What follows belongs to an exercise in optimizing a design on an open flow for small area and a short achievable clock period; a production flow would make more cautious choices. Where RTL was checked, it was by simulation tests only, not by an equivalence proof against the original. No functional check of the RTL was part of runs 1 to 4. No activity file was given, so power comes from the tool's default toggle rates.

==> flow/design.v <==
module arm_core #(parameter N = 64)
                (input  logic clk, reset,
                 output logic [N-1:0] IM_addr,
                 input  logic [31:0] IM_readData,
                 output logic [N-1:0] DM_addr, DM_writeData,
                 output logic DM_writeEnable, DM_readEnable,
                 input  logic [N-1:0] DM_readData);
    logic [63:2] pc_f;
    assign IM_addr = {pc_f, 2'b00};
    logic [10:0] op;
    assign op = IM_readData[31:21];
    logic f_rar, f_rlog, f_ld, f_st, f_cbz, f_bc, f_i;
    assign f_rar  = op[10] & (op[7:0] == 8'b01011000);             
    assign f_rlog = op[10] & ~op[9] & (op[7:0] == 8'b01010000);    
    assign f_ld   = (op == 11'b11111000010);
    assign f_st   = (op == 11'b11111000000);
    assign f_cbz  = (op[10:3] == 8'b10110100);
    assign f_bc   = (op[10:3] == 8'b01010100);
    assign f_i    = op[10] & (op[7:1] == 7'b1000100);              
    logic [11:0] f_ctl;
    assign f_ctl = {f_rar | f_rlog | f_ld | f_i,       
                    f_ld,                             
                    f_st,                             
                    (f_rar | f_i) & op[9],            
                    (f_rar | f_i) & op[8],            
                    f_rlog & ~op[8],                  
                    f_rlog & op[8],                   
                    f_cbz,                            
                    f_bc,                             
                    f_ld | f_st,                      
                    f_i,                              
                    f_cbz | f_bc};                    
    logic [4:0] f_ra2;
    assign f_ra2 = (f_st | f_cbz) ? IM_readData[4:0] : IM_readData[20:16];
    logic [11:0] d_ctl;
    logic [63:2] pc_d;
    logic [23:0] ir_d;
    logic [4:0]  ra2_d;
    always_ff @(posedge clk, posedge reset)
        if (reset) d_ctl <= '0;
        else       d_ctl <= f_ctl;
    always_ff @(posedge clk) begin
        pc_d  <= pc_f;
        ir_d  <= IM_readData[23:0];
        ra2_d <= f_ra2;
    end
    logic        w_we;           
    logic [4:0]  w_wa;
    logic [63:0] w_wd;
    logic [64*31-1:0] rf;
    always_ff @(posedge clk)
        for (int j = 0; j < 31; j++)
            if (w_we && w_wa == 5'(j)) rf[64*j +: 64] <= w_wd;
    logic [4:0] ra1;
    assign ra1 = ir_d[9:5];
    logic byp1, byp2;
    assign byp1 = w_we && (w_wa == ra1);
    assign byp2 = w_we && (w_wa == ra2_d);
    logic [63:0] rd1, rd2;
    always_comb begin
        rd1 = byp1 ? w_wd : '0;
        rd2 = byp2 ? w_wd : '0;
        for (int j = 0; j < 31; j++) begin
            if (!byp1 && ra1 == 5'(j))   rd1 = rd1 | rf[64*j +: 64];
            if (!byp2 && ra2_d == 5'(j)) rd2 = rd2 | rf[64*j +: 64];
        end
    end
    logic [20:0] d_imm;
    logic        d_imms;
    always_comb begin
        d_imm  = '0;
        d_imms = 1'b0;
        if (d_ctl[2]) begin           
            d_imm  = {{12{ir_d[20]}}, ir_d[20:12]};
            d_imms = ir_d[20];
        end else if (d_ctl[1]) begin  
            d_imm  = {9'b0, ir_d[21:10]};
        end else begin                
            d_imm  = {ir_d[23:5], 2'b00};
            d_imms = ir_d[23];
        end
    end
    logic [63:0] d_b, d_bx;
    assign d_b  = (|d_ctl[2:0]) ? {{43{d_imms}}, d_imm} : rd2;
    assign d_bx = d_ctl[8] ? ~d_b : d_b;
    logic [9:0]  e_ctl;    
    logic [63:0] e_a, e_bx, e_rd2;
    logic [4:0]  e_rd;
    always_ff @(posedge clk, posedge reset)
        if (reset) e_ctl <= '0;
        else       e_ctl <= {d_ctl[11:3], |d_ctl[2:0]};
    always_ff @(posedge clk) begin
        e_a    <= d_ctl[0] ? {pc_d, 2'b00} : rd1;
        e_bx   <= d_bx;
        e_rd2  <= rd2;
        e_rd   <= ir_d[4:0];
    end
    logic e_sub, e_setf, e_and, e_orr, e_cbz, e_bc;
    assign e_sub    = e_ctl[6];
    assign e_setf   = e_ctl[5];
    assign e_and    = e_ctl[4];
    assign e_orr    = e_ctl[3];
    assign e_cbz    = e_ctl[2];
    assign e_bc     = e_ctl[1];
    logic        arith;
    logic [63:0] g, p, t, c;
    assign arith = ~(e_and | e_orr);
    assign g = e_a & e_bx & {64{arith}};
    assign p = e_a ^ e_bx;
    assign t = e_and ? (e_a & e_bx) : e_orr ? (e_a | e_bx) : p;
    logic [63:0] gg [0:6];
    logic [63:0] pp [0:6];
    always_comb begin
        gg[0] = g;
        pp[0] = p;
        gg[0][0] = g[0] | (p[0] & e_sub);
        for (int l = 0; l < 6; l++)
            for (int i = 0; i < 64; i++)
                if (i >= (1 << l)) begin
                    gg[l+1][i] = gg[l][i] | (pp[l][i] & gg[l][i - (1 << l)]);
                    pp[l+1][i] = pp[l][i] & pp[l][i - (1 << l)];
                end else begin
                    gg[l+1][i] = gg[l][i];
                    pp[l+1][i] = pp[l][i];
                end
    end
    assign c = {gg[6][62:0], e_sub};       
    logic [63:0] res;
    assign res = t ^ c;
    logic fz, fn, fc, fv;
    logic nz, nn, nc, nv;
    assign nz = ~|(p ^ {e_a[62:0] | e_bx[62:0], e_sub});
    assign nn = res[63];
    assign nc = gg[6][63] & ~(e_sub & (&e_bx));      
    assign nv = (e_a[63] == e_bx[63]) & (res[63] != e_a[63]);
    always_ff @(posedge clk, posedge reset)
        if (reset)       {fz, fn, fc, fv} <= '0;
        else if (e_setf) {fz, fn, fc, fv} <= {nz, nn, nc, nv};
    logic bcond;
    always_comb
        case (e_rd)
            5'd0:  bcond = fz;
            5'd1:  bcond = ~fz;
            5'd2:  bcond = fc;
            5'd3:  bcond = ~fc;
            5'd4:  bcond = fn;
            5'd5:  bcond = ~fn;
            5'd6:  bcond = fv;
            5'd7:  bcond = ~fv;
            5'd8:  bcond = ~fz & fc;
            5'd9:  bcond = ~(~fz & fc);
            5'd10: bcond = (fn == fv);
            5'd11: bcond = (fn != fv);
            5'd12: bcond = ~fz & (fn == fv);
            5'd13: bcond = ~(~fz & (fn == fv));
            default: bcond = 1'b0;
        endcase
    logic taken_e;
    assign taken_e = (e_cbz & (e_rd2 == 64'd0)) | (e_bc & bcond);
    logic        m_regw, m_rd, m_wr, m_taken;
    logic [63:0] m_res, m_wd;
    logic [4:0]  m_rdn;
    always_ff @(posedge clk, posedge reset)
        if (reset) {m_regw, m_rd, m_wr, m_taken} <= '0;
        else       {m_regw, m_rd, m_wr, m_taken} <= {e_ctl[9:7], taken_e};
    always_ff @(posedge clk) begin
        m_res <= res;
        m_wd  <= e_rd2;
        m_rdn <= e_rd;
    end
    assign DM_addr        = m_res;
    assign DM_writeData   = m_wd;
    assign DM_writeEnable = m_wr;
    assign DM_readEnable  = m_rd;
    always_ff @(posedge clk, posedge reset)
        if (reset) pc_f <= '0;
        else       pc_f <= m_taken ? m_res[63:2] : pc_f + 62'd1;
    always_ff @(posedge clk, posedge reset)
        if (reset) w_we <= 1'b0;
        else       w_we <= m_regw & (m_rdn != 5'd31);
    always_ff @(posedge clk) begin
        w_wa <= m_rdn;
        w_wd <= m_rd ? DM_readData : m_res;
    end
endmodule
==> flow/run.sh <==
#!/bin/bash
# synth_recipe.tcl (not shown) runs the flow's synth.tcl, then flattens the netlist and writes it again
# the make line also repeats each setting of config.mk as NAME=value (left out here)
make -C /OpenROAD-flow-scripts/flow DESIGN_CONFIG=/design/flow/config.mk WORK_HOME=/design/flow/orfs CLKGATE_MAP_FILE= SYNTH_SCRIPT=/design/flow/synth_recipe.tcl finish
==> flow/config.mk <==
export PLATFORM = sky130hd
export DESIGN_NAME = arm_core
export DESIGN_NICKNAME = arm_core
export VERILOG_FILES = /design/flow/design.v
export SDC_FILE = /design/flow/constraint.sdc
export NUM_CORES = 4
export LEC_CHECK = 0
export CAP_MARGIN = 20
export CORE_MARGIN = 2
export CORE_UTILIZATION = 40
export SLEW_MARGIN = 20
==> flow/constraint.sdc <==
create_clock -name core_clock -period 10.0 [get_ports {clk}]
set_input_delay 2.0000 -clock core_clock [delete_from_list [all_inputs] [get_ports {clk}]]
set_output_delay 2.0000 -clock core_clock [all_outputs]
set_load 0.01 [all_outputs]
==> summary.txt, run 1 <==
Power
The worst vdd rail ir drop is 0.118 mV. The leakage power of the design is 40.4 nW. For this design the ratio of total power to cell area is 237 mW/mm2.

Synthesis
In this run the mean area of a mapped cell was 14.0 um2. Counting flops with a built-in enable in the synthesized netlist gives 1,984. After synthesis the netlist holds a flip-flop and latch count of 2,566. For this run, the number of Yosys warnings is 3.

The dominant synthesized flop cell is sky130_fd_sc_hd__edfxtp_1. The sequential element share of the synthesized area is 67.1%. Sorting the synthesized cells by area gives the leading types as sky130_fd_sc_hd__edfxtp_1 56%, sky130_fd_sc_hd__dfxtp_1 9.2%, sky130_fd_sc_hd__a22oi_1 8.1%, sky130_fd_sc_hd__a221oi_1 3.5%, sky130_fd_sc_hd__a22o_1 2.7%.

The biggest area contributor in the post-synthesis netlist is sky130_fd_sc_hd__edfxtp_1. The synthesized area is 0.107 mm2. After technology mapping, the gate count stands at 7,605. The number of distinct library cell variants in the gate-level netlist after synthesis is 91. The proportion of synthesized flip-flops having asynchronous set or reset is 3.59%. The area share of the leading cell type in the synthesized netlist is 55.8%.

Clock tree
The count of H-tree levels built during CTS is 5. The worst-skew pair later-pin latency is 0.91 ns. The number of gates resized after CTS was 0. Post-CTS timing repair inserted 0 buffers for setup. The CTS root buffer is sky130_fd_sc_hd__clkbuf_16. The count of hold buffers inserted by post-cts repair is 0. In this run, CTS created clock tree buffers numbering 270.

The clock tree from TritonCTS is done. After clock tree synthesis, the clock-pin slew on the worst setup and hold paths is 0.06 ns. The number of buffers between clock root and the deepest sink is 4. The tree built by TritonCTS fans out to 2,566 sinks.

Floorplan
The area enclosed by the die boundary is 0.271 mm2. The initial standard-cell utilization of the core is 40.3%. 292 I/O pins were placed. The floorplan has 189 rows. The placeable core region is 0.265 mm2.

The floorplan step set the die width to 521 um. The height of the die is 521 um.

Worst setup path
The cell at the slowest stage of the critical path is sky130_fd_sc_hd__dfxtp_1. The required time of the critical path is 10.80 ns. The critical path endpoint category is a flop. The cell with the most instances on the worst path is sky130_fd_sc_hd__buf_4. The biggest fanout along the worst timing path is 35.

Walking the worst path, the cells encountered are xnor2_1 > and4_1 > and2_4 > buf_4 > nor3_4 > buf_4 > buf_4 > a22oi_1 > nand3_1 > nor3_1 > nand4_1 > a221oi_2 > xnor2_1. The worst setup path is launched from a flop. The cell family contributing the most delay on the critical path is simple AND/OR/NAND/NOR gates. By startpoint and endpoint, the worst setup path is classified as reg2reg.

The worst path buffer plus inverter count is 3. The worst path arrival time is 7.14 ns. The critical path's largest stage delay is 0.90 ns.

Global routing
The via count of the first global-routing pass was 81,700. The total track usage is 39.9%. Entering global routing, the biggest net connects 84 pins.

The initial antenna violation count is 84. The first global-routing pass estimated 731,000 um of wire. The total congestion overflow after global routing is 0.

Place
The post-DP HPWL is 323,000 um. The routability congestion estimate is 1.02. The number of buffers added on ports is 289.

The placed instance area is 0.115 mm2. The pre-CTS worst setup slack is 4.12 ns.

Routing
After the first detailed-routing iteration, the DRC count stood at 21,400. The top layer used by detailed routing is met5. For this run, design rule violations remaining after detail routing come to 0.

Across all layers, the routed design uses 89,700 vias. Dividing the detail-routed wire length by the instance count gives 48.2 um. The total met2 wirelength after detailed routing is 222,000 um. The detailed-routing wirelength on met1 is 182,000 um.

The length of the first detailed-routing pass in iterations is 13. The count of antenna-violating nets left after detailed routing is 1. After detailed routing, the total wire length is 565,000 um. Dividing the detail-routed via count by the number of cells gives 7.66. The detailed-routed wire length on met3 is 112,000 um.

Timing
The final critical-path required period is 6.33 ns. The max-slew violation total from the final report is 0. The worst max-slew margin expressed relative to the limit is 12.9%. The final-report hold violation count is 0. The final-report setup violation count is 0. Setup repair after global routing left no endpoint under its margin.

Adding up every negative setup slack in the final design gives 0 ns. After layout, the worst setup slack is 3.67 ns. The final period utilization is 63.3%. For the pin with the worst max-slew slack, the measured transition is 1.31 ns. The maximum achievable frequency is 158 MHz. On the final layout, the worst hold slack is 0.327 ns. The worst clock skew is 0.0633 ns.

Layout
The layout has 23,000 filler cells. The final instance area is 0.124 mm2. Leaving out fill and tap cells, the most frequent cell in the layout is sky130_fd_sc_hd__edfxtp_1.

The library cells used most frequently in the layout, excluding fill and tap cells, are 1,984 x sky130_fd_sc_hd__edfxtp_1, 1,147 x sky130_fd_sc_hd__a22oi_1, 485 x sky130_fd_sc_hd__dfxtp_1. The share of layout cells above drive strength 1 is 12.3%. Once layout is complete, the utilization of the core stands at 46.7%. The area added between synthesis and finish is 16.1%.

The post-layout net count is 8,077.

Min path
The min-delay analysis places its worst path in the category reg2reg.

Run status
The checks that failed: antenna rules. The flow ran to the end, but the layout failed its checks.

Flow run
Max-cap violations in this run came to 0.
==> cells by family after synthesis <==
family          Yosys count  synth area share [%]
compound gates         2596                  19.2
buf+inv                 713                  2.66
flops                  2566                  67.1
simple gates           1278                  6.71
fa+ha+maj               130                  1.52
other cells               1               0.00351
mux                      80                 0.830
xor+xnor                241                  1.98
==> cell usage after synthesis (all sizes together), types with 5 or more instances <==
cell type / n
mux2i: 11
or3: 10
or3b: 7
nor2b: 11
o41ai: 6
o22ai: 20
a222oi: 64
nand3: 173
nand3b: 8
dfxtp: 490
clkbuf: 496
a21oi: 198
nand2b: 11
o211ai: 6
a2111oi: 5
nor3: 47
a21o: 34
nand4: 379
a211oi: 67
or2: 6
o21bai: 8
a22o: 333
and3: 85
and2: 9
mux2: 69
nor4: 36
xor2: 106
edfxtp: 1984
or4: 62
inv: 149
xnor2: 135
o21ai: 126
nand2: 187
o32a: 62
nor2: 231
a221oi: 463
dfrtp: 92
buf: 68
a31oi: 12
ha: 130
a22oi: 1147
o31ai: 10
==> final timing paths <==
kind	depth (start not counted)	slack [ns]	startpoint	end
setup reg to reg	13	3.67	ra2_d[2]$_DFF_P_	e_bx[1]$_DFF_P_
max in group asynchronous	3	7.08	reset	m_rd$_DFF_PP0_
min in group asynchronous	2	1.51	reset	pc_f[41]$_DFF_PP0_
setup / recovery	13	3.67	ra2_d[2]$_DFF_P_	e_bx[1]$_DFF_P_
hold / removal	0	0.33	ir_d[4]$_DFF_P_	e_rd[4]$_DFF_P_
hold reg to reg	0	0.33	ir_d[4]$_DFF_P_	e_rd[4]$_DFF_P_
==> worst reg2reg max path: cells and delay by family (launching register included) <==
kind | cells | cell delay, ns
flip-flops | 1 | 0.90
buffers and inverters | 3 | 1.96
AND/OR/NAND/NOR | 6 | 2.33
AO/OA/AOI/OAI | 2 | 0.74
XOR/XNOR | 2 | 0.34
==> layer usage <==
metal  vias to the layer above  global-route usage, %
met5                         -                   2.47
met4                        72                   26.3
met3                      2922                   24.2
met2                     10900                   54.4
met1                     43700                   46.4
li1                      32100                      -
==> area by class of cell <==
| cell class | instances | area [um2] | area share [%] |
|---|---|---|---|
| timing repair buffer | 535 | 4960 | 4.00 |
| antenna | 109 | 273 | 0.220 |
| tap | 3533 | 4420 | 3.57 |
| inverter | 149 | 564 | 0.455 |
| clock buffer | 356 | 7570 | 6.10 |
| sequential | 2566 | 71700 | 57.8 |
| multi-input combinational | 4327 | 33000 | 26.6 |
| clock inverter | 127 | 1450 | 1.17 |
==> registers in the layout, summed over array words and instances, names as in the netlist, 5 cells and up <==
name / count
e_ctl: 9
e_a: 64
w_wa: 5
m_res: 64
m_wd: 64
w_wd: 64
e_rd2: 64
m_rdn: 5
ra2_d: 5
d_ctl: 12
e_rd: 5
ir_d: 24
e_bx: 64
rf: 1984
pc_d: 62
pc_f: 62
==> per-stage QoR <==
step	total power, mW	std cells
3_5_place_dp	18.7	11100
3_3_place_gp	18.7	11100
4_1_cts	29.0	11600
5_1_grt	29.9	11600
6_report	29.4	11700
2_1_floorplan	16.0	7606
==> power breakdown <==
| group | switching (mW) | internal [mW] | leakage, nW |
|---|---|---|---|
| Sequential | 1.38 | 13.3 | 23.2 |
| Clock | 4.48 | 6.06 | 4.42 |
| Combinational | 2.90 | 1.34 | 12.8 |
| Total | 8.75 | 20.7 | 40.4 |
==> run 2: changes to the inputs <==
--- a/flow/config.mk
+++ b/flow/config.mk
@@ -10,2 +10,3 @@
 export CORE_UTILIZATION = 40
+export SETUP_SLACK_MARGIN = 5
 export SLEW_MARGIN = 20
==> summary.txt, run 2 <==
Timing
The max-slew violation total from the final report is 0 (unchanged). The final hold slack is 0.327 ns (-0.000566 ns). The worst clock skew was 0.0555 ns (-0.00774 ns).

The final critical-path required period is 5.13 ns (-1.20 ns). The final sum of negative setup slack is 0 ns (unchanged). The slew at the pin closest to its max-slew limit is 1.33 ns (+0.0194 ns).

The final-report setup violation count is 0 (unchanged). Setup repair after global routing left no endpoint under its margin. The maximum achievable frequency came to 195 MHz (+23%). The final period utilization is 51.3% (-12 points). The worst max-slew margin expressed relative to the limit is 11.3% (-1.6 points). The final-report hold violation count came to 0 (unchanged).

The setup slack after layout is 4.87 ns (+1.20 ns).

Synthesis
The number of distinct library cell variants in the gate-level netlist after synthesis is 91 (unchanged). The number of synthesis warnings is 3 (unchanged). The sequential element share of the synthesized area is 67.1% (unchanged).

The most frequent cell after synthesis is sky130_fd_sc_hd__edfxtp_1. The mean area per synthesized cell is 14.0 um2 (unchanged). The biggest area contributor in the post-synthesis netlist is sky130_fd_sc_hd__edfxtp_1.

The synthesized area is 0.107 mm2 (unchanged). The number of synthesized flops with an enable pin is 1,984 (unchanged). The proportion of synthesized flip-flops having asynchronous set or reset is 3.59% (unchanged). For this run, the leading register cell type out of synthesis is sky130_fd_sc_hd__edfxtp_1. The synthesis-stage register bit count came to 2,566 (unchanged).

Ranked by total cell area, the synthesized netlist is headed by sky130_fd_sc_hd__edfxtp_1 56%, sky130_fd_sc_hd__dfxtp_1 9.2%, sky130_fd_sc_hd__a22oi_1 8.1%, sky130_fd_sc_hd__a221oi_1 3.5%, sky130_fd_sc_hd__a22o_1 2.7%. By count the netlist is led by 1,984 x sky130_fd_sc_hd__edfxtp_1, 1,147 x sky130_fd_sc_hd__a22oi_1, 496 x sky130_fd_sc_hd__clkbuf_1, 490 x sky130_fd_sc_hd__dfxtp_1, 426 x sky130_fd_sc_hd__a221oi_1. The post-synthesis cell count was 7,605 (unchanged). The area share of the leading cell type in the synthesized netlist is 55.8% (unchanged).

Global routing
The total track usage was 39.9% (about the same). The met1 layer usage reported by global route is 46.4% (about the same). The total congestion overflow after global routing is 0 (unchanged). The met2 track demand over resource is 54.4% (about the same).

The via count of the first global-routing pass is 81,700 (+0.029%). The layer flagged by global routing as most heavily used is met2. The initial antenna violation count was 79 (-6.0%). The largest net degree at the start of global routing was 84 (unchanged). The wire length of the first global-routing pass is 731,000 um (about the same).

The met3 usage is 24.2% (-0.038 points).

Routing
The total detailed-routing wirelength came to 565,000 um (+0.11%). The length of the first detailed-routing pass in iterations was 17 (+4). The total via count after detailed routing is 89,400 (-0.35%). The count of antenna-violating nets left after detailed routing came to 0 (-1). The remaining routing DRC violations is 0 (unchanged). The violation count after the first detailed-routing iteration is 21,900 (+2.3%). The average wire per standard cell came to 48.4 um (+0.30%). The detail-routed via count per cell came to 7.65 (-0.16%).

Floorplan
The total I/O pin count came to 292 (unchanged). The die boundary width is 521 um (unchanged). The number of placement rows is 189 (unchanged).

The area enclosed by the die boundary came to 0.271 mm2 (unchanged). The initial standard-cell utilization of the core came to 40.3% (unchanged). The placeable core region is 0.265 mm2 (unchanged). The height of the die is 521 um (unchanged).

Worst setup path
The critical path starts at e_bx[4]$_DFF_P_. The endpoint of the worst-slack reg-to-reg timing path is m_res[55]$_DFF_P_. The biggest fanout along the worst timing path is 7 (-80%). The number of cell instances on the worst register-to-register path was 12 (-1). The kind of critical path is reg2reg. The start of the worst register-to-register path is e_bx[4]$_DFF_P_. The required time of the critical path is 10.84 ns (+0.04 ns).

The critical path launch point type is a flop. The slack of the worst reg-to-reg path is 4.87 ns (+1.20 ns). The worst path arrival time is 5.97 ns (-1.17 ns). The critical path endpoint category is a flop. The critical path ends at m_res[55]$_DFF_P_.

Flow run
The reported max-cap violation count is 0 (unchanged).

Power
The fraction of power spent switching nets is 29.8% (+0.032 points). The worst vdd rail ir drop is 0.118 mV (+0.17%). The leakage power of the design came to 40.5 nW (about the same). The part of the total power dissipated in sequential elements is 49.7% (about the same). The net switching power of the design is 8.77 mW (+0.16%). The fraction of power consumed by the clock network came to 35.9% (about the same). The power density over the cells is 237 mW/mm2 (about the same). The internal power of the cells is 20.7 mW (about the same).

The part of the total power dissipated in combinational logic is 14.4% (about the same).

Place
The post-DP HPWL was 323,000 um (unchanged). The routability congestion estimate is 1.02 (unchanged). The pre-CTS worst setup slack is 4.12 ns (unchanged).

The placed instance area is 0.115 mm2 (unchanged). The number of buffers added on ports is 289 (unchanged).

Clock tree
The sink count of the clock tree is 2,566 (unchanged). The number of buffers between clock root and the deepest sink is 4 (unchanged). The count of H-tree levels built during CTS came to 5 (unchanged). The clock-pin transition on the worst setup and hold timing paths is 0.06 ns (about the same). The worst-skew pair later-pin latency is 0.92 ns (about the same). TritonCTS built the clock tree. The number of buffers inserted during clock tree synthesis is 270 (unchanged). Clock tree synthesis selected as its root buffer the cell sky130_fd_sc_hd__clkbuf_16.

Run status
The run finished with no timing, DRC or antenna violations.

Layout
The library cell used most frequently in the layout, excluding fill and tap cells, is sky130_fd_sc_hd__edfxtp_1. The share of layout cells above drive strength 1 is 12.4% (+0.096 points). The post-layout net count is 8,079 (+0.025%). The final instance area is 0.124 mm2 (about the same). The area added between synthesis and finish is 16.1% (about the same). The register with the highest flop count is rf. In the layout the commonest cells are 1,984 x sky130_fd_sc_hd__edfxtp_1, 1,147 x sky130_fd_sc_hd__a22oi_1, 482 x sky130_fd_sc_hd__dfxtp_1. The number of flip-flops in the largest register is 1,984 (unchanged).

Min path
The worst hold path cell count is 0 (unchanged). The min-delay analysis places its worst path in the category reg2reg.
run 2: area by class of cell:
cell class,count,area [um2]
repair buffers,536,5010
multi-input cells,4328,33100
clock inverters,127,1450
clock buffers,356,7570
diodes,85,213
inverters,149,564
flip-flops and latches,2566,71700
fillers,23000,141000
well taps,3533,4420
run 2: worst min path at each step:
stage                      end       startpoint  slack, ns
4_1_cts        e_rd[4]$_DFF_P_  ir_d[4]$_DFF_P_       0.33
2_1_floorplan  e_rd[0]$_DFF_P_  ir_d[0]$_DFF_P_       0.31
3_3_place_gp   e_rd[0]$_DFF_P_  ir_d[0]$_DFF_P_       0.31
6_report       e_rd[4]$_DFF_P_  ir_d[4]$_DFF_P_       0.33
3_5_place_dp   e_rd[4]$_DFF_P_  ir_d[4]$_DFF_P_       0.32
5_1_grt        e_rd[1]$_DFF_P_  ir_d[1]$_DFF_P_       0.34
run 2: kinds of logic (layout without fill, tap and decap cells):
group                    count (synthesis)  in the layout  share of synthesized area [%]
AO/OA/AOI/OAI                         2596           2596                           19.2
flip-flops                            2566           2566                           67.1
AND/OR/NAND/NOR                       1278           1279                           6.71
buffers and inverters                  713           1168                           2.66
XOR/XNOR                               241            241                           1.98
adder cells (fa/ha/maj)                130            130                           1.52
multiplexers                            80             80                          0.830
other                                    1             87                        0.00351
run 2: what timing repair did:
item,in CTS,in global routing
resized for setup,10,7
hold buffers,0,0
pin swaps,0,2
setup endpoints to repair,127,29
cloned,1,0
setup buffers,0,1
run 2: power by group through the flow:
stage | clock network, mW | registers [mW] | logic, mW
after global routing | 10.9 | 14.7 | 4.34
after global placement | 0 | 14.7 | 4.00
after CTS | 10.5 | 14.5 | 4.01
final | 10.6 | 14.6 | 4.24
after floorplan | 0 | 14.4 | 1.54
after detailed placement | 0 | 14.7 | 4.00
run 2: routing by layer:
| layer | vias up | share of wire (%) |
|---|---|---|
| met5 | - | 0.22 |
| met4 | 76 | 8.5 |
| met3 | 2901 | 20 |
| met2 | 10700 | 39 |
| met1 | 43600 | 32 |
| li1 | 32100 | - |
run 2: stage by stage:
stage,total power [mW],instances,util [%]
after global routing,29.9,11600,46.7
final,29.4,11700,46.7
after detailed placement,18.7,11100,43.2
after CTS,29.0,11600,46.6
after global placement,18.7,11100,43.2
after floorplan,16.0,7606,-
run 2: worst max-delay path: stages (launching register included):
cell and delay (ns):
sky130_fd_sc_hd__dfxtp_1 0.79, sky130_fd_sc_hd__inv_1 0.10, sky130_fd_sc_hd__ha_1 0.58, sky130_fd_sc_hd__or4bb_1 0.43, sky130_fd_sc_hd__o22ai_1 0.20, sky130_fd_sc_hd__o2111ai_1 0.15, sky130_fd_sc_hd__a31oi_1 0.85, sky130_fd_sc_hd__or2_2 0.35
sky130_fd_sc_hd__nand4bb_1 0.28, sky130_fd_sc_hd__o21ai_0 0.53, sky130_fd_sc_hd__o21ai_0 0.32, sky130_fd_sc_hd__o31ai_1 0.36, sky130_fd_sc_hd__xnor2_1 0.15
==> run 3: changes to the inputs <==
--- a/flow/design.v
+++ b/flow/design.v
@@ -58,11 +58,13 @@
     assign byp2 = w_we && (w_wa == ra2_d);
-    logic [63:0] rd1, rd2;
+    logic [63:0] q1, q2, rd1, rd2;
     always_comb begin
-        rd1 = byp1 ? w_wd : '0;
-        rd2 = byp2 ? w_wd : '0;
+        q1 = '0;
+        q2 = '0;
         for (int j = 0; j < 31; j++) begin
-            if (!byp1 && ra1 == 5'(j))   rd1 = rd1 | rf[64*j +: 64];
-            if (!byp2 && ra2_d == 5'(j)) rd2 = rd2 | rf[64*j +: 64];
+            if (ra1 == 5'(j))   q1 = q1 | rf[64*j +: 64];
+            if (ra2_d == 5'(j)) q2 = q2 | rf[64*j +: 64];
         end
     end
+    assign rd1 = byp1 ? w_wd : q1;
+    assign rd2 = byp2 ? w_wd : q2;
     logic [20:0] d_imm;
==> flow/flow/run.sh (new file) <==
#!/bin/bash
set -euo pipefail
bash standard.sh SETUP_SLACK_MARGIN=6.4 finish > make_finish.log 2>&1
==> flow/standard.sh (new file) <==
#!/bin/bash
# synth_recipe.tcl (not shown) runs the flow's synth.tcl, then flattens the netlist and writes it again
# the make line also repeats each setting of config.mk as NAME=value (left out here)
make -C /OpenROAD-flow-scripts/flow DESIGN_CONFIG=/design/flow/config.mk WORK_HOME=/design/flow/orfs CLKGATE_MAP_FILE= SYNTH_SCRIPT=/design/flow/synth_recipe.tcl "${@:-finish}"
--- a/flow/config.mk
+++ b/flow/config.mk
@@ -10,3 +10,2 @@
 export CORE_UTILIZATION = 40
-export SETUP_SLACK_MARGIN = 5
 export SLEW_MARGIN = 20
removed: flow/run.sh
==> summary.txt, run 3 <==
Synthesis
Sorting the synthesized cells by how often they occur yields 1,984 x sky130_fd_sc_hd__edfxtp_1, 1,405 x sky130_fd_sc_hd__a22oi_1, 502 x sky130_fd_sc_hd__clkbuf_1, 501 x sky130_fd_sc_hd__nand2_1, 490 x sky130_fd_sc_hd__dfxtp_1. The number of synthesis warnings was 3 (unchanged). By area the synthesized netlist is led by sky130_fd_sc_hd__edfxtp_1 56%, sky130_fd_sc_hd__a22oi_1 9.9%, sky130_fd_sc_hd__dfxtp_1 9.2%, sky130_fd_sc_hd__dfrtp_1 2.2%, sky130_fd_sc_hd__clkbuf_1 1.8%. The area share of the leading cell type in the synthesized netlist is 55.9% (+0.14 points).

The xor/xnor share of the synthesized area is 2.05% (+0.071 points). The mean area per synthesized cell is 13.2 um2 (-5.7%). The sequential element share of the synthesized area is 67.3% (+0.17 points). The synthesized area is 0.107 mm2 (-0.25%). The number of distinct library cell variants in the gate-level netlist after synthesis is 84 (-7.7%).

The complex-gate fraction of the synthesized area is 18.4% (-0.84 points). The simple-gate portion of the synthesized area is 7.40% (+0.69 points). Among all flip-flop cells after synthesis, the most frequent one is sky130_fd_sc_hd__edfxtp_1. The proportion of synthesized area in mux cells is 0.842% (+0.011 points). Of all cell types, the one taking the most synthesized area is sky130_fd_sc_hd__edfxtp_1. By area, the combinational part of the netlist is dominated by compound AO/OA/AOI/OAI gates. The proportion of synthesized flip-flops having asynchronous set or reset is 3.59% (unchanged). The post-synthesis cell count is 8,045 (+5.8%).

The synthesis-stage register bit count came to 2,566 (unchanged). The share of synthesized cell area in full adder, half adder and majority cells came to 1.53% (+0.0038 points). Yosys instantiated no cell more often than sky130_fd_sc_hd__edfxtp_1.

The number of synthesized flops with an enable pin was 1,984 (unchanged).

Layout
The final instance area is 0.126 mm2 (+1.3%). The leading cell type in the layout, fill and taps excluded is sky130_fd_sc_hd__edfxtp_1. Compared with the post-synthesis result, the final layout area differs by 17.9%. In the layout the commonest cells are 1,984 x sky130_fd_sc_hd__edfxtp_1, 1,405 x sky130_fd_sc_hd__a22oi_1, 498 x sky130_fd_sc_hd__nand2_1. The area used by multi-input combinational logic is 0.0337 mm2 (+1.9%). The final core utilization is 47.4% (+0.65 points). Counting flops per register, the top entry is rf. The total of fill cells in the finished design is 23,200 (+0.61%). The post-layout net count was 8,597 (+6.4%). The storage element area is 0.0719 mm2 (+0.18%). The number of flip-flops in the largest register came to 1,984 (unchanged). The share of layout cells above drive strength 1 is 13.5% (+1.1 points).

Worst setup path
By instance count, the cell type seen most on the critical path is sky130_fd_sc_hd__buf_4. The critical path goes through or3b_2 > nor2_4 > buf_4 > buf_4 > a222oi_1 > nand3_1 > nor3_1 > a31oi_1 > a21oi_1 > xnor2_2. The worst setup path is captured at a flop.

The critical path launch point type is a flop. The biggest fanout along the worst timing path is 12 (+5). The required time of the critical path is 10.74 ns (-0.10 ns).

The kind of cell with the highest combined delay on the critical path is simple AND/OR/NAND/NOR gates. The cell at the slowest stage of the critical path is sky130_fd_sc_hd__or3b_2. The worst path arrival time is 4.61 ns (-1.36 ns). The worst path buffer plus inverter count is 2 (+1). The kind of critical path is reg2reg.

The critical path's largest stage delay is 0.62 ns (-0.23 ns).

Run status
The flow ran to the end and the layout has no timing, DRC or antenna violations.

Floorplan
The height of the die is 520 um (-0.12%). The number of placement rows is 189 (unchanged). The initial standard-cell utilization of the core is 40.2% (-0.064 points).

The total I/O pin count is 292 (unchanged). The area enclosed by the die boundary is 0.271 mm2 (-0.25%). The die boundary width came to 520 um (-0.12%). The placeable core region is 0.265 mm2 (about the same).

Timing
The worst max-slew margin expressed relative to the limit is 19.6% (+8.3 points). The max-slew violation total from the final report is 0 (unchanged). The worst clock skew came to 0.0510 ns (-0.00448 ns). The final sum of negative setup slack is 0 ns (unchanged). The final-report setup violation count is 0 (unchanged). The final hold slack is 0.332 ns (+0.00475 ns). The final period utilization is 38.7% (-13 points).

Setup repair after global routing could not meet its margin everywhere. The final-report hold violation count came to 0 (unchanged). The maximum achievable frequency was 258 MHz (+32%). The slew at the pin closest to its max-slew limit is 1.20 ns (-0.122 ns). The final critical-path required period is 3.87 ns (-1.26 ns).

Global routing
The total track usage was 39.4% (-0.46 points). After global routing, the most crowded layer is met2. The total congestion overflow after global routing is 0 (unchanged). The initial antenna violation count is 76 (-3.8%). The met2 track demand over resource was 56.5% (+2.1 points). The wire length of the first global-routing pass is 730,000 um (-0.17%). The met1 layer usage reported by global route is 45.5% (-0.88 points). The via count of the first global-routing pass is 83,400 (+2.1%). The largest net degree at the start of global routing is 89 (+6.0%).

The met3 usage is 19.3% (-4.9 points).

Power
The worst vdd rail ir drop was 0.133 mV (+12%). The final total power is 29.1 mW (-1.1%). The power density over the cells is 232 mW/mm2 (-2.4%). The leakage power of the design was 42.0 nW (+3.8%).

Clock tree
The CTS root buffer is sky130_fd_sc_hd__clkbuf_16. The count of hold buffers inserted by post-cts repair was 0 (unchanged). The clock tree from TritonCTS is done. The number of buffers between clock root and the deepest sink was 4 (unchanged).

The count of H-tree levels built during CTS came to 5 (unchanged). The number of buffers inserted during clock tree synthesis is 267 (-1.1%). The sink count of the clock tree is 2,566 (unchanged).

The clock-pin transition on the worst setup and hold timing paths was 0.06 ns (about the same). The worst-skew pair later-pin latency is 0.89 ns (-0.03 ns).

Place
The routability congestion estimate is 1.05 (+3.3%). The number of buffers added on ports is 289 (unchanged). The post-DP HPWL is 309,000 um (-4.3%). The placed instance area is 0.115 mm2 (about the same).

Routing
The remaining routing DRC violations is 0 (unchanged). The length of the first detailed-routing pass in iterations was 17 (unchanged). The count of antenna-violating nets left after detailed routing is 0 (unchanged). The violation count after the first detailed-routing iteration is 22,100 (+0.69%).

The total detailed-routing wirelength is 555,000 um (-1.8%). The average wire per standard cell is 45.5 um (-6.0%). The detail-routed via count per cell is 7.39 (-3.4%). The total via count after detailed routing is 90,100 (+0.86%).

Flow run
The reported max-cap violation count came to 0 (unchanged).

Min path
The worst hold path belongs to the class reg2reg.
==> run 3: cell types whose count changed after synthesis, sizes merged, moves of 64 or more <==
cell | previous run | this run
a22o | 333 | 208
o21ai | 126 | 202
a222oi | 64 | 128
nor2 | 231 | 403
nand4 | 379 | 261
nor3 | 47 | 150
a221oi | 463 | 204
a31oi | 12 | 78
a22oi | 1147 | 1406
nand2 | 187 | 501
and3 | 85 | 14
==> run 3: cell type report <==
type	count	area share, %
multi-input cells	4775	26.8
clock buffers	348	5.95
diodes	81	0.161
repair buffers	616	4.84
inverters	143	0.430
well taps	3533	3.52
flip-flops and latches	2566	57.2
clock inverters	134	1.09
==> run 3: per-stage QoR <==
step	setup slack (ns)	instances
floorplan	5.96	8046
global placement	4.93	11500
detailed placement	5.27	11500
CTS	6.16	12100
global route	6.34	12100
finish	6.13	12200
==> run 3: kinds of logic (layout without fill, tap and decap cells) <==
family	after synthesis	count (layout)
muxes	81	81
and+or+nand+nor	1674	1675
AOI/OAI and AO/OA	2638	2638
xor gates and xnor gates	249	249
buffers and inverters	706	1241
other	1	83
adders and majority gates	130	130
DFF	2566	2566
==> run 3: path summary, 6_finish.rpt <==
kind	from	to	slack [ns]	cells after the start
worst max register to register	ra2_d[2]$_DFF_P_	e_bx[39]$_DFF_P_	6.13	10
worst max-delay path	ra2_d[2]$_DFF_P_	e_bx[39]$_DFF_P_	6.13	10
max in group asynchronous	reset	d_ctl[0]$_DFF_PP0_	6.96	4
worst min-delay path	ir_d[2]$_DFF_P_	e_rd[2]$_DFF_P_	0.33	0
min in group asynchronous	reset	pc_f[36]$_DFF_PP0_	1.68	3
worst min register to register	ir_d[2]$_DFF_P_	e_rd[2]$_DFF_P_	0.33	0
==> run 3: timing repair <==
item	4_1_cts	5_1_grt
setup endpoints to repair	670	239
cloned	1	0
setup buffers	88	7
pin swaps	17	7
gates resized for setup	513	95
==> run 3: report_power, final <==
| part | switching, mW | internal [mW] | total, mW |
|---|---|---|---|
| combinational | 2.81 | 1.19 | 4.00 |
| clock | 4.47 | 5.84 | 10.3 |
| sequential | 1.49 | 13.3 | 14.8 |
| total | 8.78 | 20.3 | 29.1 |
==> run 3: routing by layer <==
| layer | share of wire, % | wire [um] | vias to the layer above |
|---|---|---|---|
| met3 | 18 | 99300 | 2977 |
| met1 | 32 | 177000 | 43500 |
| met2 | 41 | 226000 | 10400 |
| met5 | 0.12 | 653 | - |
| li1 | - | - | 33100 |
| met4 | 9.4 | 52100 | 60 |
==> run 3: worst register-to-register path: cells and delay by family (launching register included) <==
family          cells  cell delay (ns)
buf+inv             2             0.76
xor+xnor            1             0.40
compound gates      3             0.94
simple gates        4             1.13
flops               1             0.50
==> run 4: changes to the inputs <==
--- a/flow/config.mk
+++ b/flow/config.mk
@@ -9,3 +9,3 @@
 export CORE_MARGIN = 2
-export CORE_UTILIZATION = 40
+export CORE_UTILIZATION = 50
 export SLEW_MARGIN = 20
==> summary.txt, run 4 <==
Timing
The worst clock skew is 0.0513 ns (+0.000219 ns). The final critical-path required period is 3.91 ns (+0.0441 ns). Setup repair after global routing could not meet its margin everywhere. The worst max-slew margin expressed relative to the limit came to 18.6% (-0.97 points). The final sum of negative setup slack was 0 ns (unchanged). The final-report hold violation count is 0 (unchanged). The max-slew violation total from the final report was 0 (unchanged).

The final period utilization was 39.1% (+0.44 points). The slew at the pin closest to its max-slew limit is 1.22 ns (+0.0145 ns). The final-report setup violation count is 0 (unchanged). The maximum achievable frequency is 255 MHz (-1.1%).

Routing
The detailed-routing wirelength on met1 was 174,000 um (-1.2%). The average wire per standard cell is 46.8 um (+2.9%). The violation count after the first detailed-routing iteration is 21,500 (-2.8%). The remaining routing DRC violations is 0 (unchanged). The length of the first detailed-routing pass in iterations was 13 (-4). The detailed-routed wire length on met3 came to 108,000 um (+8.4%). The total detailed-routing wirelength is 539,000 um (-2.9%). The detail-routed via count per cell is 7.81 (+5.7%). The total via count after detailed routing is 90,000 (-0.18%). The highest metal layer carrying signal wires in the routed design is met5. The count of antenna-violating nets left after detailed routing is 0 (unchanged). The total met2 wirelength after detailed routing is 214,000 um (-5.3%).

Synthesis
The dominant synthesized flop cell is sky130_fd_sc_hd__edfxtp_1. The proportion of synthesized flip-flops having asynchronous set or reset was 3.59% (unchanged). The commonest cells after synthesis are 1,984 x sky130_fd_sc_hd__edfxtp_1, 1,405 x sky130_fd_sc_hd__a22oi_1, 502 x sky130_fd_sc_hd__clkbuf_1, 501 x sky130_fd_sc_hd__nand2_1, 490 x sky130_fd_sc_hd__dfxtp_1.

The synthesized area is 0.107 mm2 (unchanged). The most frequent cell after synthesis is sky130_fd_sc_hd__edfxtp_1. The post-synthesis cell count is 8,045 (unchanged). The mean area per synthesized cell is 13.2 um2 (unchanged). The number of synthesized flops with an enable pin is 1,984 (unchanged). The synthesis-stage register bit count came to 2,566 (unchanged).

By area the synthesized netlist is led by sky130_fd_sc_hd__edfxtp_1 56%, sky130_fd_sc_hd__a22oi_1 9.9%, sky130_fd_sc_hd__dfxtp_1 9.2%, sky130_fd_sc_hd__dfrtp_1 2.2%, sky130_fd_sc_hd__clkbuf_1 1.8%. The area share of the leading cell type in the synthesized netlist is 55.9% (unchanged). The number of distinct library cell variants in the gate-level netlist after synthesis is 84 (unchanged). The sequential element share of the synthesized area is 67.3% (unchanged).

The synthesized design spends more area on one cell type than any other, namely sky130_fd_sc_hd__edfxtp_1. The number of synthesis warnings is 3 (unchanged).

Power
The part of the total power dissipated in combinational logic is 14.7% (+1.0 points). The fraction of power consumed by the clock network came to 35.6% (+0.2 points). The fraction of power spent switching nets is 29.4% (-0.72 points).

The power density over the cells is 234 mW/mm2 (+1.2%). The worst vdd rail ir drop came to 0.206 mV (+55%). The net switching power of the design is 8.64 mW (-1.6%). The leakage power of the design came to 42.2 nW (+0.54%). The final total power is 29.3 mW (+0.82%).

The internal power of the cells is 20.7 mW (+1.9%). The part of the total power dissipated in sequential elements is 49.7% (-1.1 points).

Worst setup path
The critical path goes through nand2b_2 > nor2_4 > buf_12 > a22o_1 > a221oi_1 > nand3_1 > nor2_1 > nand4_1 > o22ai_1 > o21ai_0. The worst path arrival time is 4.69 ns (+0.08 ns). The number of cell instances on the worst register-to-register path is 10 (unchanged).

The worst setup path is captured at a flop. The critical path launch point type is a flop. The biggest fanout along the worst timing path came to 57 (+45).

The start of the worst register-to-register path is ir_d[5]$_DFF_P_. The setup path with the least slack is of type reg2reg. The slowest stage of the critical path is the sky130_fd_sc_hd__o22ai_1 cell. The required time of the critical path is 10.77 ns (+0.03 ns). The critical path's largest stage delay is 0.93 ns (+0.31 ns). The endpoint of the worst-slack reg-to-reg timing path is e_a[59]$_DFF_P_. The slack of the worst reg-to-reg path is 6.09 ns (-0.04 ns).

Layout
The number of flip-flops in the largest register is 1,984 (unchanged). The final core utilization is 59.1% (+12 points). In the layout the commonest cells are 1,984 x sky130_fd_sc_hd__edfxtp_1, 1,405 x sky130_fd_sc_hd__a22oi_1, 499 x sky130_fd_sc_hd__nand2_1. rf holds more flip-flops than any other register.

The leading cell type in the layout, fill and taps excluded is sky130_fd_sc_hd__edfxtp_1. The area added between synthesis and finish is 17.4%. The share of layout cells above drive strength 1 came to 14.6% (+1.1 points). The post-layout net count is 8,655 (+0.67%).

Floorplan
The height of the die is 466 um (-10%). The initial standard-cell utilization of the core is 50.3% (+10 points). The area enclosed by the die boundary came to 0.217 mm2 (-20%). The total I/O pin count is 292 (unchanged). The number of placement rows is 169 (-11%). The placeable core region is 0.212 mm2 (-20%). The die boundary width was 466 um (-10%).

Clock tree
The number of buffers inserted during clock tree synthesis is 283 (+6.0%). The number of buffers between clock root and the deepest sink is 4 (unchanged). The count of H-tree levels built during CTS is 5 (unchanged). The clock-pin transition on the worst setup and hold timing paths is 0.06 ns (about the same). The clock tree from TritonCTS is done. The sink count of the clock tree is 2,566 (unchanged).

The CTS root buffer is sky130_fd_sc_hd__clkbuf_16. The worst-skew pair later-pin latency is 0.97 ns (+0.08 ns).

Place
The routability congestion estimate came to 1.05 (+0.33%). The post-DP HPWL is 289,000 um (-6.5%). The number of buffers added on ports is 289 (unchanged).

Global routing
The total track usage is 47.9% (+8.5 points). The largest net degree at the start of global routing is 81 (-9.0%). The via count of the first global-routing pass was 82,500 (-1.1%). The wire length of the first global-routing pass is 706,000 um (-3.3%). The total congestion overflow after global routing is 0 (unchanged). The initial antenna violation count came to 56 (-26%).

Min path
For hold timing, the worst endpoint is e_rd[4]$_DFF_P_. The hold path startpoint is ir_d[4]$_DFF_P_. The worst hold path cell count came to 0 (unchanged). The worst min-delay path class is reg2reg.

Flow run
The reported max-cap violation count came to 0 (unchanged).

Run status
The run finished with no timing, DRC or antenna violations.
-- run 4: routing by layer --
layer	track usage, %	vias up
li1	-	33200
met2	65.8	10600
met5	1.54	-
met4	27.7	74
met3	28.4	2826
met1	57.7	43300
-- run 4: repair_timing --
action / 4_1_cts / 5_1_grt
pin swaps: 19 / 10
setup buffers: 107 / 23
cloned: 2 / 2
endpoints found under the setup margin: 524 / 468
gates resized for setup: 658 / 122
hold endpoints to repair: 0 / 0
hold buffers: 0 / 0
-- run 4: how the worst max path moves through the flow --
stage	start	to	slack (ns)	cells past startpoint
CTS	ra2_d[3]$_DFF_P_	e_bx[34]$_DFF_P_	6.07	10
detailed placement	ra2_d[2]$_DFF_P_	e_bx[34]$_DFF_P_	5.26	10
global route	ir_d[6]$_DFF_P_	e_a[59]$_DFF_P_	6.17	11
floorplan	w_wa[1]$_DFF_P_	rf[1152]$_DFFE_PP_	5.96	4
global placement	ra2_d[2]$_DFF_P_	e_bx[34]$_DFF_P_	5.33	10
finish	ir_d[5]$_DFF_P_	e_a[59]$_DFF_P_	6.09	10
-- run 4: power groups by stage --
stage          sequential [mW]  clock [mW]  combinational (mW)
5_1_grt                   14.6        10.8                4.37
3_3_place_gp              14.7           0                3.87
4_1_cts                   14.5        10.4                3.94
3_5_place_dp              14.7           0                3.87
6_report                  14.6        10.4                4.31
2_1_floorplan             14.4           0                1.51
-- run 4: area by class of cell --
cell class / count / area (um2)
inverter: 143 / 541
clock inverter: 99 / 1030
antenna: 65 / 163
sequential: 2566 / 71900
multi-input combinational: 4775 / 33700
timing repair buffer: 658 / 6340
tap: 2821 / 3530
clock buffer: 392 / 7990
fill: 16600 / 86700
-- run 4: cells by family after synthesis --
group | after synthesis | synth area share (%)
flops | 2566 | 67.3
xor+xnor | 249 | 2.05
simple gates | 1674 | 7.40
other cells | 1 | 0.00352
fa+ha+maj | 130 | 1.53
buf+inv | 706 | 2.55
compound gates | 2638 | 18.4
mux | 81 | 0.842
-- run 4: through the flow --
step	std cells	hold slack [ns]	instance area (um2)	setup WS, ns
after floorplan	8046	0.310	107000	5.96
after CTS	11400	0.327	124000	6.07
after global routing	11500	0.344	125000	6.17
after detailed placement	10800	0.313	114000	5.26
final	11500	0.329	125000	6.09
after global placement	10800	0.313	114000	5.33
-- run 4: critical path, delay by kind of cell, from the launching register on --
family,cells,cell delay (ns)
buf+inv,1,0.27
compound gates,4,1.73
flops,1,0.45
simple gates,5,1.03
==> run 5: changes to the inputs <==
--- a/flow/design.v
+++ b/flow/design.v
@@ -32,4 +32,18 @@
                     f_cbz | f_bc};                    
-    logic [4:0] f_ra2;
+    logic [4:0] f_ra1, f_ra2;
+    assign f_ra1 = IM_readData[9:5];
     assign f_ra2 = (f_st | f_cbz) ? IM_readData[4:0] : IM_readData[20:16];
+    logic        m_regw;
+    logic [4:0]  m_rdn;
+    logic        f_wen, f_br, f_byp1, f_byp2;
+    logic [30:0] f_s1, f_s2;
+    assign f_wen  = m_regw & (m_rdn != 5'd31);
+    assign f_br   = f_cbz | f_bc;                   
+    assign f_byp1 = ~f_br & f_wen & (m_rdn == f_ra1);
+    assign f_byp2 = f_wen & (m_rdn == f_ra2);
+    always_comb
+        for (int j = 0; j < 31; j++) begin
+            f_s1[j] = ~f_br & ~f_byp1 & (f_ra1 == 5'(j));
+            f_s2[j] = ~f_byp2 & (f_ra2 == 5'(j));
+        end
     logic [11:0] d_ctl;
@@ -37,3 +51,4 @@
     logic [23:0] ir_d;
-    logic [4:0]  ra2_d;
+    logic [30:0] d_s1, d_s2;
+    logic        d_byp1, d_byp2;
     always_ff @(posedge clk, posedge reset)
@@ -42,8 +57,10 @@
     always_ff @(posedge clk) begin
-        pc_d  <= pc_f;
-        ir_d  <= IM_readData[23:0];
-        ra2_d <= f_ra2;
+        pc_d   <= pc_f;
+        ir_d   <= IM_readData[23:0];
+        d_s1   <= f_s1;
+        d_s2   <= f_s2;
+        d_byp1 <= f_byp1;
+        d_byp2 <= f_byp2;
     end
-    logic        w_we;           
-    logic [4:0]  w_wa;
+    logic [30:0] w_sel;          
     logic [63:0] w_wd;
@@ -52,19 +69,12 @@
         for (int j = 0; j < 31; j++)
-            if (w_we && w_wa == 5'(j)) rf[64*j +: 64] <= w_wd;
-    logic [4:0] ra1;
-    assign ra1 = ir_d[9:5];
-    logic byp1, byp2;
-    assign byp1 = w_we && (w_wa == ra1);
-    assign byp2 = w_we && (w_wa == ra2_d);
-    logic [63:0] q1, q2, rd1, rd2;
+            if (w_sel[j]) rf[64*j +: 64] <= w_wd;
+    logic [63:0] rd1, rd2;
     always_comb begin
-        q1 = '0;
-        q2 = '0;
+        rd1 = ({64{d_byp1}} & w_wd) | ({64{d_ctl[0]}} & {pc_d, 2'b00});
+        rd2 = {64{d_byp2}} & w_wd;
         for (int j = 0; j < 31; j++) begin
-            if (ra1 == 5'(j))   q1 = q1 | rf[64*j +: 64];
-            if (ra2_d == 5'(j)) q2 = q2 | rf[64*j +: 64];
+            rd1 = rd1 | ({64{d_s1[j]}} & rf[64*j +: 64]);
+            rd2 = rd2 | ({64{d_s2[j]}} & rf[64*j +: 64]);
         end
     end
-    assign rd1 = byp1 ? w_wd : q1;
-    assign rd2 = byp2 ? w_wd : q2;
     logic [20:0] d_imm;
@@ -94,3 +104,3 @@
     always_ff @(posedge clk) begin
-        e_a    <= d_ctl[0] ? {pc_d, 2'b00} : rd1;
+        e_a    <= rd1;
         e_bx   <= d_bx;
@@ -161,5 +171,4 @@
     assign taken_e = (e_cbz & (e_rd2 == 64'd0)) | (e_bc & bcond);
-    logic        m_regw, m_rd, m_wr, m_taken;
+    logic        m_rd, m_wr, m_taken;
     logic [63:0] m_res, m_wd;
-    logic [4:0]  m_rdn;
     always_ff @(posedge clk, posedge reset)
@@ -180,8 +189,8 @@
     always_ff @(posedge clk, posedge reset)
-        if (reset) w_we <= 1'b0;
-        else       w_we <= m_regw & (m_rdn != 5'd31);
-    always_ff @(posedge clk) begin
-        w_wa <= m_rdn;
+        if (reset) w_sel <= '0;
+        else
+            for (int j = 0; j < 31; j++)
+                w_sel[j] <= m_regw & (m_rdn == 5'(j));
+    always_ff @(posedge clk)
         w_wd <= m_rd ? DM_readData : m_res;
-    end
 endmodule
==> flow/flow/run.sh (replaced) <==
#!/bin/bash
# Standard ORFS layout (the standard.sh, standard synthesis) with:
#  - larger CTS sink clusters and no dummy loads (fewer clock buffers,
#    fewer tree levels).
set -euo pipefail
bash standard.sh SETUP_SLACK_MARGIN=6.6 \
  'CTS_ARGS=-sink_clustering_enable -repair_clock_nets -dont_use_dummy_load -sink_clustering_size 30 -sink_clustering_max_diameter 80' \
  finish > make_finish.log 2>&1
--- a/flow/config.mk
+++ b/flow/config.mk
@@ -9,3 +9,3 @@
 export CORE_MARGIN = 2
-export CORE_UTILIZATION = 50
+export CORE_UTILIZATION = 40
 export SLEW_MARGIN = 20
==> summary.txt, run 5 <==
Run status
The flow ran to the end and the layout has no timing, DRC or antenna violations.

Synthesis
The dominant cell type by area after synthesis is sky130_fd_sc_hd__edfxtp_1. The most common cell in the synthesized netlist is sky130_fd_sc_hd__edfxtp_1. The number of distinct library cell variants in the gate-level netlist after synthesis is 87 (+3.6%). The mean area per synthesized cell is 13.7 um2 (+3.7%). The post-synthesis cell count came to 7,868 (-2.2%).

The sequential element share of the synthesized area is 68.0% (+0.75 points). By area the synthesized netlist is led by sky130_fd_sc_hd__edfxtp_1 55%, sky130_fd_sc_hd__dfxtp_1 10%, sky130_fd_sc_hd__a22oi_1 8.6%, sky130_fd_sc_hd__a221oi_1 3.1%, sky130_fd_sc_hd__a22o_1 3.1%. The synthesized area is 0.108 mm2 (+1.4%). The synthesis-stage register bit count is 2,650 (+3.3%).

By count the netlist is led by 1,984 x sky130_fd_sc_hd__edfxtp_1, 1,235 x sky130_fd_sc_hd__a22oi_1, 544 x sky130_fd_sc_hd__dfxtp_1, 411 x sky130_fd_sc_hd__clkbuf_1, 387 x sky130_fd_sc_hd__a221oi_1. The number of synthesis warnings is 3 (unchanged). The dominant synthesized flop cell is sky130_fd_sc_hd__edfxtp_1. The number of synthesized flops with an enable pin was 1,984 (unchanged).

The proportion of synthesized flip-flops having asynchronous set or reset is 4.60% (+1.0 points). The area share of the leading cell type in the synthesized netlist is 55.1% (-0.79 points).

Power
The part of the total power dissipated in combinational logic is 16.6% (+1.9 points). The net switching power of the design is 7.71 mW (-11%). The fraction of power consumed by the clock network was 22.2% (-13 points).

The power density over the cells was 206 mW/mm2 (-12%). The part of the total power dissipated in sequential elements is 61.1% (+11 points). The worst vdd rail ir drop was 0.217 mV (+5.4%). The fraction of power spent switching nets is 31.2% (+1.8 points). The internal power of the cells came to 17.0 mW (-18%). The leakage power of the design is 39.0 nW (-7.6%).

Layout
Relative to the synthesized area, the layout overhead comes to 10.9%. The leading cell type in the layout, fill and taps excluded is sky130_fd_sc_hd__edfxtp_1. The register with the highest flop count is rf. The number of flip-flops in the largest register was 1,984 (unchanged). The share of layout cells above drive strength 1 is 13.0% (-1.6 points). The total of fill cells in the finished design is 23,900 (+44%). The post-layout net count was 8,249 (-4.7%). Leaving out fill and tap cells, the most frequent cells in the layout are 1,984 x sky130_fd_sc_hd__edfxtp_1, 1,235 x sky130_fd_sc_hd__a22oi_1, 408 x sky130_fd_sc_hd__dfxtp_1.

Timing
The final-report setup violation count is 0 (unchanged). The max-slew violation total from the final report came to 0 (unchanged). The maximum achievable frequency is 265 MHz (+3.9%).

The worst max-slew margin expressed relative to the limit was 12.0% (-6.6 points). Setup repair after global routing could not meet its margin everywhere. The final hold slack is 0.348 ns (+0.0182 ns).

The slew at the pin closest to its max-slew limit is 1.32 ns (+0.101 ns). The worst clock skew came to 0.153 ns (+0.102 ns). The final period utilization is 37.7% (-1.5 points). The final sum of negative setup slack is 0 ns (unchanged).

The final-report hold violation count came to 0 (unchanged). The final critical-path required period came to 3.77 ns (-0.147 ns).

Worst setup path
The required time of the critical path is 10.68 ns (-0.09 ns). The worst setup path is of the in2reg kind. The critical path endpoint category is a flop. The worst path arrival time was 4.45 ns (-0.24 ns). The critical path launch point type is an input port. The biggest fanout along the worst timing path is 8 (-86%).

Routing
The total via count after detailed routing is 90,300 (+0.43%). The total detailed-routing wirelength is 571,000 um (+5.9%). The count of antenna-violating nets left after detailed routing is 0 (unchanged). The remaining routing DRC violations was 0 (unchanged). The violation count after the first detailed-routing iteration was 22,600 (+5.3%).

The length of the first detailed-routing pass in iterations is 12 (-1). The detail-routed via count per cell came to 7.74 (-0.91%). The average wire per standard cell is 48.9 um (+4.5%).

Floorplan
The area enclosed by the die boundary is 0.274 mm2 (+27%). The placeable core region is 0.268 mm2 (+27%). The initial standard-cell utilization of the core is 40.3% (-10 points). The total I/O pin count is 292 (unchanged).

The height of the die came to 524 um (+12%). The die boundary width is 524 um (+12%). The number of placement rows came to 190 (+12%).

Clock tree
The sink count of the clock tree is 2,650 (+3.3%). The clock-pin transition on the worst setup and hold timing paths came to 0.11 ns (+0.05 ns). The number of buffers inserted during clock tree synthesis came to 117 (-59%).

The count of hold buffers inserted by post-cts repair is 0 (unchanged). The number of buffers between clock root and the deepest sink came to 3 (-1). The CTS root buffer is sky130_fd_sc_hd__clkbuf_16.

The worst-skew pair later-pin latency is 0.91 ns (-0.06 ns). The count of H-tree levels built during CTS is 3 (-2). The clock tree from TritonCTS is done.

Global routing
The via count of the first global-routing pass is 81,800 (-0.79%). The initial antenna violation count is 98 (+75%). The wire length of the first global-routing pass came to 738,000 um (+4.6%). The total track usage is 39.9% (-8.0 points). The largest net degree at the start of global routing is 76 (-6.2%).

The total congestion overflow after global routing is 0 (unchanged).

Place
The post-DP HPWL is 328,000 um (+14%). The number of buffers added on ports is 289 (unchanged). The routability congestion estimate is 0.993 (-5.8%).

Flow run
The reported max-cap violation count is 0 (unchanged).

Min path
The worst hold path belongs to the class reg2reg.
-- run 5: cell count changes after synthesis, moves of 91 or more --
cell / before / now
sky130_fd_sc_hd__a22oi_1: 1405 / 1235
sky130_fd_sc_hd__clkbuf_1: 502 / 411
sky130_fd_sc_hd__buf_1: 14 / 185
sky130_fd_sc_hd__a221oi_1: 204 / 387
sky130_fd_sc_hd__nand2_1: 501 / 251
sky130_fd_sc_hd__nor2_1: 398 / 263
sky130_fd_sc_hd__a22o_1: 208 / 381
-- run 5: area by class of cell --
type / instances / area (um2) / share of cell area, %
antenna: 104 / 260 / 0.217
clock buffer: 117 / 2930 / 2.44
inverter: 167 / 633 / 0.528
multi-input combinational: 4448 / 32100 / 26.8
sequential: 2650 / 74100 / 61.8
tap: 3552 / 4440 / 3.71
timing repair buffer: 637 / 5360 / 4.47
-- run 5: power groups by stage --
| stage | Combinational [mW] | Clock (mW) | Sequential, mW |
|---|---|---|---|
| after floorplan | 1.48 | 0 | 14.7 |
| after global placement | 3.66 | 0 | 15.2 |
| after global routing | 4.17 | 5.76 | 15.1 |
| after detailed placement | 3.65 | 0 | 15.3 |
| after CTS | 3.80 | 5.41 | 15.0 |
| final | 4.10 | 5.48 | 15.1 |
-- run 5: final timing paths --
path,endpoint,slack (ns),depth (start not counted),from
max in group asynchronous,pc_f[48]$_DFF_PP0_,6.91,4,reset
min,m_rdn[4]$_DFF_P_,0.35,0,e_rd[4]$_DFF_P_
max reg2reg,e_a[35]$_DFF_P_,6.32,7,d_s1[3]$_DFF_P_
max,d_s2[8]$_DFF_P_,6.23,11,IM_readData[27]
min reg2reg,m_rdn[4]$_DFF_P_,0.35,0,e_rd[4]$_DFF_P_
min in group asynchronous,m_wr$_DFF_PP0_,1.47,2,reset
-- run 5: kinds of logic after synthesis --
group	count (synthesis)	synth area share [%]
buffers and inverters	771	2.70
other	1	0.00347
xor gates and xnor gates	232	1.88
adders and majority gates	130	1.50
and+or+nand+nor	1390	6.65
muxes	83	0.857
AOI/OAI and AO/OA	2611	18.4
DFF	2650	68.0
-- run 5: critical path, stage by stage --
cell,delay (ns)
sky130_fd_sc_hd__buf_6,0.09
sky130_fd_sc_hd__or3b_4,0.39
sky130_fd_sc_hd__or4b_4,0.59
sky130_fd_sc_hd__inv_4,0.10
sky130_fd_sc_hd__nor2_4,0.07
sky130_fd_sc_hd__mux2i_4,0.19
sky130_fd_sc_hd__xnor2_2,0.17
sky130_fd_sc_hd__nor4_4,0.42
sky130_fd_sc_hd__nand3b_1,0.21
sky130_fd_sc_hd__buf_12,0.17
sky130_fd_sc_hd__nor2_4,0.04
-- run 5: layer usage --
metal	wire length, um	part of all wire (%)	global-route usage (%)
met5	1210	0.21	1.46
met4	50000	8.7	25.7
met3	113000	20	24.2
met2	223000	39	54.7
met1	184000	32	46.5
-- run 5: repair_timing --
item / in CTS / in global routing
hold endpoints to repair: 0 / 0
buffers inserted: 121 / 15
resized for setup: 1035 / 64
cloned: 0 / 2
setup endpoints to repair: 263 / 216
pin swaps: 40 / 14
-- run 5: through the flow --
| step | instance area (um2) | util [%] | cells | total power [mW] | setup WS [ns] |
|---|---|---|---|---|---|
| finish | 120000 | 44.7 | 11700 | 24.7 | 6.23 |
| global route | 120000 | 44.6 | 11600 | 25.1 | 6.20 |
| CTS | 119000 | 44.4 | 11600 | 24.2 | 6.30 |
| detailed placement | 115000 | 42.9 | 11300 | 18.9 | 4.83 |
| global placement | 115000 | 42.9 | 11300 | 18.9 | 4.83 |
| floorplan | 108000 | - | 7869 | 16.2 | 5.74 |
==> run 6: changes to the inputs <==
==> flow/flow/run.sh (replaced) <==
#!/bin/bash
# Standard ORFS layout (the standard.sh, standard synthesis) with:
#  - larger CTS sink clusters and no dummy loads (fewer clock buffers,
#    fewer tree levels),
#  - port buffers of a plain buffer cell.
set -euo pipefail
bash standard.sh SETUP_SLACK_MARGIN=6.8 \
  'CTS_ARGS=-sink_clustering_enable -repair_clock_nets -dont_use_dummy_load -sink_clustering_size 30 -sink_clustering_max_diameter 80' \
  'BUFFER_PORTS_ARGS=-buffer_cell sky130_fd_sc_hd__buf_4' \
  finish > make_finish.log 2>&1
--- a/flow/config.mk
+++ b/flow/config.mk
@@ -9,3 +9,3 @@
 export CORE_MARGIN = 2
-export CORE_UTILIZATION = 40
+export CORE_UTILIZATION = 45
 export SLEW_MARGIN = 20
==> summary.txt, run 6 <==
Timing
The max-slew violation total from the final report is 0 (unchanged). The worst max-slew margin expressed relative to the limit is 12.4% (+0.38 points). The slew at the pin closest to its max-slew limit is 1.31 ns (-0.00566 ns). The worst clock skew is 0.0932 ns (-0.0602 ns). Setup repair after global routing could not meet its margin everywhere. The final critical-path required period is 3.74 ns (-0.0291 ns). The final-report setup violation count is 0 (unchanged).

Place
The post-DP HPWL is 326,000 um (-0.61%). The number of placed instances with taps included is 10,900 (-3.4%).

Run status
The run finished with no timing, DRC or antenna violations.

Global routing
The total track usage was 44.6% (+4.7 points). The wire length of the first global-routing pass was 734,000 um (-0.54%). The initial antenna violation count is 86 (-12%).

The total congestion overflow after global routing is 0 (unchanged).

Clock tree
The worst-skew pair later-pin latency was 0.88 ns (-0.03 ns). The clock tree from TritonCTS is done. The count of H-tree levels built during CTS came to 4 (+1).

The sink count of the clock tree was 2,650 (unchanged). The count of hold buffers inserted by post-cts repair is 0 (unchanged). The number of buffers between clock root and the deepest sink was 3 (unchanged).

Layout
The total of fill cells in the finished design is 20,100 (-16%). The leading cell type in the layout, fill and taps excluded is sky130_fd_sc_hd__edfxtp_1. Compared with the post-synthesis result, the final layout area differs by 11.9%. The number of flip-flops in the largest register is 1,984 (unchanged).

The share of layout cells above drive strength 1 was 16.2% (+3.3 points).

Power
The part of the total power dissipated in combinational logic is 17.7% (+1.1 points). The fraction of power consumed by the clock network was 23.0% (+0.8 points).

Synthesis
The number of synthesis warnings is 3 (unchanged). The number of distinct library cell variants in the gate-level netlist after synthesis is 87 (unchanged). The sequential element share of the synthesized area is 68.0% (unchanged). The mean area per synthesized cell is 13.7 um2 (unchanged).

Floorplan
The area enclosed by the die boundary is 0.244 mm2 (-11%).

Worst setup path
The biggest fanout along the worst timing path is 4 (-4). The setup path with the least slack is of type in2reg.
==> run 6: cell types whose count changed in the layout (fill, tap and decap cells not counted), moves of 18 or more <==
cell,change
sky130_fd_sc_hd__buf_6,+149
sky130_fd_sc_hd__buf_2,-106
sky130_fd_sc_hd__dfxtp_2,+63
sky130_fd_sc_hd__buf_4,+116
sky130_fd_sc_hd__clkdlybuf4s50_1,-87
sky130_fd_sc_hd__dfxtp_1,-65
sky130_fd_sc_hd__diode_2,+21
sky130_fd_sc_hd__ha_1,-18
==> run 6: logic make-up after synthesis <==
family / synth area share (%)
xor+xnor: 1.88
flops: 68.0
fa+ha+maj: 1.50
buf+inv: 2.70
compound gates: 18.4
mux: 0.857
other cells: 0.00347
simple gates: 6.65
==> run 6: metrics by stage <==
stage	util (%)	cell area [um2]	setup WS, ns	power, mW	hold WS, ns
3_3_place_gp	47.8	114000	5.19	18.7	0.315
6_report	50.8	121000	6.26	25.3	0.319
4_1_cts	50.3	120000	6.36	24.7	0.324
5_1_grt	50.6	121000	6.22	25.7	0.322
3_5_place_dp	47.9	114000	5.25	18.8	0.318
2_1_floorplan	-	108000	5.74	16.2	0.310
==> run 6: metal layers <==
| layer | track usage [%] | vias up | wire [um] |
|---|---|---|---|
| met3 | 26.4 | 3127 | 110000 |
| met1 | 52.0 | 44200 | 181000 |
| met5 | 1.53 | - | 947 |
| met2 | 60.9 | 11000 | 222000 |
| li1 | - | 32400 | - |
| met4 | 30.4 | 85 | 51700 |
==> run 6: final cells by class <==
type                            count  area share [%]
Inverter                          167           0.523
Timing Repair Buffer              678            5.10
Tap cell                         3167            3.28
Sequential cell                  2650            61.4
Antenna cell                      125           0.259
Timing Repair inverter              1         0.00621
Multi-Input combinational cell   4449            26.8
Clock buffer                      131            2.71
==> run 6: power groups by stage <==
stage / clock [mW] / sequential (mW) / combinational, mW
after floorplan: 0 / 14.7 / 1.48
after global placement: 0 / 15.1 / 3.66
after detailed placement: 0 / 15.1 / 3.65
after CTS: 5.75 / 14.9 / 4.10
after global routing: 6.10 / 15.1 / 4.55
final: 5.83 / 15.0 / 4.48
==> run 6: final timing paths <==
| path | endpoint | start | slack (ns) |
|---|---|---|---|
| worst max-delay path | d_s2[15]$_DFF_P_ | IM_readData[25] | 6.26 |
| worst min-delay path | m_wd[14]$_DFF_P_ | e_rd2[14]$_DFF_P_ | 0.32 |
| worst max register to register | e_a[46]$_DFF_P_ | d_s1[25]$_DFF_P_ | 6.42 |
| worst min register to register | m_wd[14]$_DFF_P_ | e_rd2[14]$_DFF_P_ | 0.32 |
| max in group asynchronous | pc_f[44]$_DFF_PP0_ | reset | 7.27 |
| min in group asynchronous | w_sel[20]$_DFF_PP0_ | reset | 1.22 |
==> run 6: repair_timing <==
item                                    in CTS  in global routing
setup buffers                              130                 49
gates cloned                                 2                  0
endpoints found under the setup margin     382                286
pin swaps                                   45                 33
resized for setup                          494                107
==> run 6: worst max-delay path, stage by stage <==
cell	delay [ns]
sky130_fd_sc_hd__buf_6	0.09
sky130_fd_sc_hd__or3b_4	0.39
sky130_fd_sc_hd__or4b_4	0.53
sky130_fd_sc_hd__buf_6	0.15
sky130_fd_sc_hd__a21boi_4	0.15
sky130_fd_sc_hd__buf_6	0.12
sky130_fd_sc_hd__nor3_2	0.03
sky130_fd_sc_hd__o221ai_2	0.28
sky130_fd_sc_hd__nor4_4	0.10
sky130_fd_sc_hd__nand2b_4	0.16
sky130_fd_sc_hd__or3_4	0.39
sky130_fd_sc_hd__nor2_1	0.11

==> what the ideal ports hide <==
The flow's constraints put no driver on any port. The routed layouts listed below were extracted and timed again, unchanged, in two steps. Step 1 assumes that a clkbuf_16 drives the clock port and a buf_2 every other input. Step 2 also shifts input and output timing later by t, the mid clock arrival at the registers, as if the neighbouring blocks saw the same clock. a / b / c = ideal ports / drivers / drivers and shift; a / b = the first two.
run | shift t [ns] | setup WS [ns]
run 1 | 0.978 | 3.668 / 3.668 / 3.668
run 2 | 0.987 | 4.872 / 4.872 / 4.872
run 3 | 0.976 | 6.130 / 6.130 / 5.899
run 4 | 1.031 | 6.085 / 6.085 / 5.758
run 5 | 0.949 | 6.232 / 6.308 / 5.359
run 6 | 0.933 | 6.261 / 6.320 / 5.386
